This design comes from an exercise in tuning for small area and a short achievable clock period on the open sky130 flow, not from production work.
The clock input has no modelled driver; a real chip could not lean on it and would need a root buffer or a full tree.
Power figures rest on the tool's default switching activity, not on a simulated workload.

run a:
## fifo_module
module fifo_module #(
    parameter WIDTH = 8,
    parameter DEPTH = 16,
    parameter ADDR_WIDTH = 4
) (
    input clk,
    input rst,
    input [WIDTH-1:0] data_in,
    input write_enable,
    input read_enable,
    output reg [WIDTH-1:0] data_out,
    output reg full,
    output reg empty
);
Size in the first run: about 150 flip-flops, about 6200 sq um of cells after synthesis.
==> flow/config.mk <==
export PLATFORM = sky130hd
export DESIGN_NAME = fifo_module
export DESIGN_NICKNAME = fifo_module
export VERILOG_FILES = /design/flow/design.v
export SDC_FILE = /design/flow/constraint.sdc
export NUM_CORES = 4
export LEC_CHECK = 0
export CAP_MARGIN = 20
export CORE_MARGIN = 2
export CORE_UTILIZATION = 60
export SETUP_SLACK_MARGIN = 2.45
export SLEW_MARGIN = 20
export SYNTH_HIERARCHICAL = 1
export SYNTH_MINIMUM_KEEP_SIZE = 0
==> flow/constraint.sdc <==
create_clock -name core_clock -period 4.0 [get_ports {clk}]
set_input_delay 0.8000 -clock core_clock [delete_from_list [all_inputs] [get_ports {clk}]]
set_output_delay 0.8000 -clock core_clock [all_outputs]
set_load 0.01 [all_outputs]
standard.sh (not shown) runs the stock make flow with config.mk's settings and CLKGATE_MAP_FILE= SYNTH_SCRIPT=/design/flow/synth_recipe.tcl, a recipe that flattens the netlist after the stock synthesis.
==> flow/flow/run.sh <==
#!/bin/bash
# The standard layout, with three changes: port buffers of a fixed small
# cell, every cell downsized after floorplanning (the repair steps size up
# what needs it), and a clock tree built by hand in place of the tool's.
set -euo pipefail
FLOW_DIR=$(cd "$(dirname "${BASH_SOURCE[0]}")" && pwd)
export BUFFER_PORTS_ARGS="-buffer_cell sky130_fd_sc_hd__buf_2"
export POST_FLOORPLAN_TCL=$FLOW_DIR/downsize.tcl
export PRE_CTS_TCL=$FLOW_DIR/cts_pre.tcl
bash standard.sh > standard.log 2>&1
Other scripts of this flow, unchanged in this note and not shown: flow/flow/cts_pre.tcl, flow/flow/downsize.tcl, flow/flow/manual_cts.tcl
Relative to run a, the following input files were edited for run b:
- SETUP_SLACK_MARGIN changed from 2.45 to 2.55
Findings:
- Result: PASS for each of run b and run a
- Time the final worst path needs with I/O delays and setup was higher in the run labelled run a.
- When run b is measured against run a, its register-to-register slack turns out 70 ps higher.
- Changes observed in run b relative to run a: critical-path maximum fanout fell by 22, met2 capacity usage during global routing rose by 0.23 points, routed wire length rose by about 0.65%.
Function was not checked in any run of this note: the RTL went through the layout flow alone. In every run of this note, the design's own scripts or RTL, not TritonCTS, make the clock network.

---

== try-quartz ==
Another version of the RTL of fifo_module (not shown whole).
For scale: about 360 cells after synthesis, ~140 flip-flops.
==> flow/config.mk <==
export PLATFORM = sky130hd
export DESIGN_NAME = fifo_module
export DESIGN_NICKNAME = fifo_module
export VERILOG_FILES = /design/flow/design.v
export SDC_FILE = /design/flow/constraint.sdc
export NUM_CORES = 4
export LEC_CHECK = 0
export CAP_MARGIN = 20
export CORE_MARGIN = 2
export CORE_UTILIZATION = 40
export SETUP_SLACK_MARGIN = 2.4
export SLEW_MARGIN = 20
==> flow/constraint.sdc <==
create_clock -name core_clock -period 4.0 [get_ports {clk}]
set_input_delay 0.8000 -clock core_clock [delete_from_list [all_inputs] [get_ports {clk}]]
set_output_delay 0.8000 -clock core_clock [all_outputs]
set_load 0.01 [all_outputs]
run.sh (not shown) runs the stock make flow with config.mk's settings and CLKGATE_MAP_FILE= SYNTH_SCRIPT=/design/flow/synth_recipe.tcl, a recipe that flattens the netlist after the stock synthesis.
Stock flow here: none of the scripts above is used.
### try-quartz -> try-xenon
Settings: clearing SETUP_SLACK_MARGIN, which used to be 2.4.
## What came out
The lower stage delay of the slowest cell on the critical path of try-xenon and try-quartz is in try-quartz. Of try-xenon and try-quartz, the run reporting the higher depth of the worst register-to-register path was try-quartz. Looking at slowest cell on the critical path, the sky130_fd_sc_hd__dfxtp_1 result is from try-xenon; the sky130_fd_sc_hd__dfxtp_4 one comes from try-quartz. Sort try-xenon and try-quartz by critical path depth, descending, and try-quartz comes first. Delta (try-xenon minus try-quartz): power in combinational cells went down by 29%; count of filler cells inserted in the layout went up 2.9%; via count of the first global-routing pass went down 7.5%. Comparing try-xenon against try-quartz, there is no change at all in die area.
Changes in try-delta relative to try-xenon:
Settings: CTS_CLUSTER_SIZE now 24, previously not set; CTS_CLUSTER_DIAMETER now 60, previously not set; SETUP_SLACK_MARGIN now 2.2, previously not set; CTS_BUF_LIST now sky130_fd_sc_hd__clkbuf_8, previously not set.
==> flow/flow/run.sh (new file) <==
#!/bin/bash
# Standard layout, with port buffers of a chosen cell and a clock tree without dummy loads.
set -euo pipefail
export BUFFER_PORTS_ARGS="-buffer_cell sky130_fd_sc_hd__buf_2"
export CTS_ARGS="-sink_clustering_enable -repair_clock_nets -dont_use_dummy_load -buf_list sky130_fd_sc_hd__clkbuf_8 -sink_clustering_size 24 -sink_clustering_max_diameter 60"
bash standard.sh > standard.log 2>&1
==> flow/standard.sh (new file) <==
#!/bin/bash
# synth_recipe.tcl (not shown) runs the flow's synth.tcl, then flattens the netlist and writes it again
# the make line also repeats each setting of config.mk as NAME=value (left out here)
make -C /OpenROAD-flow-scripts/flow DESIGN_CONFIG=/design/flow/config.mk WORK_HOME=/design/flow/orfs CLKGATE_MAP_FILE= SYNTH_SCRIPT=/design/flow/synth_recipe.tcl "${@:-finish}"
removed: flow/run.sh
Results
- Compared try-delta vs try-xenon, and met3 wire length is up in try-delta.
- [try-delta] time the final worst path needs with I/O delays and setup fell 670 ps relative to try-xenon
- Route | try-delta vs try-xenon | wire longer in try-delta
- Compared with try-xenon, in try-delta distinct cell type count after synthesis ~0 delta; relative area change from synthesis to final layout decreased by 4.3 points relative to the old numbers.
Function was not checked in any run of this note: the RTL went through the layout flow alone.

-- what the ideal ports hide --
The results above use ideal ports. As a check the final layouts listed here were re-extracted and re-timed, cells and wires unchanged. Step 1: set_driving_cell puts a clkbuf_16 on clk and a buf_2 on each other input, an assumption about the parent block. Step 2 also shifts input and output timing later by t, the mid clock arrival at the registers, as if the neighbouring blocks saw the same clock. a / b / c = ideal ports / drivers / drivers and shift; a / b = the first two.
run | t, ns | setup WS [ns] | worst register clock-pin slew, ns
run a | 0.289 | 2.494 / 2.426 / 2.254 | 0.12 / 0.12
run b | 0.290 | 2.510 / 2.437 / 2.316 | 0.12 / 0.12
try-quartz | 0.451 | 2.165 / 2.165 / 1.832 | 0.06 / 0.06
try-xenon | 0.451 | 1.489 / 1.489 / 1.342 | 0.06 / 0.06
try-delta | 0.466 | 2.164 / 2.160 / 1.787 | 0.07 / 0.07
After both steps setup and hold are still met in every run listed. The setup slack of try-delta, which loses most, moves by -0.004 ns with the drivers and by -0.377 ns with both steps.
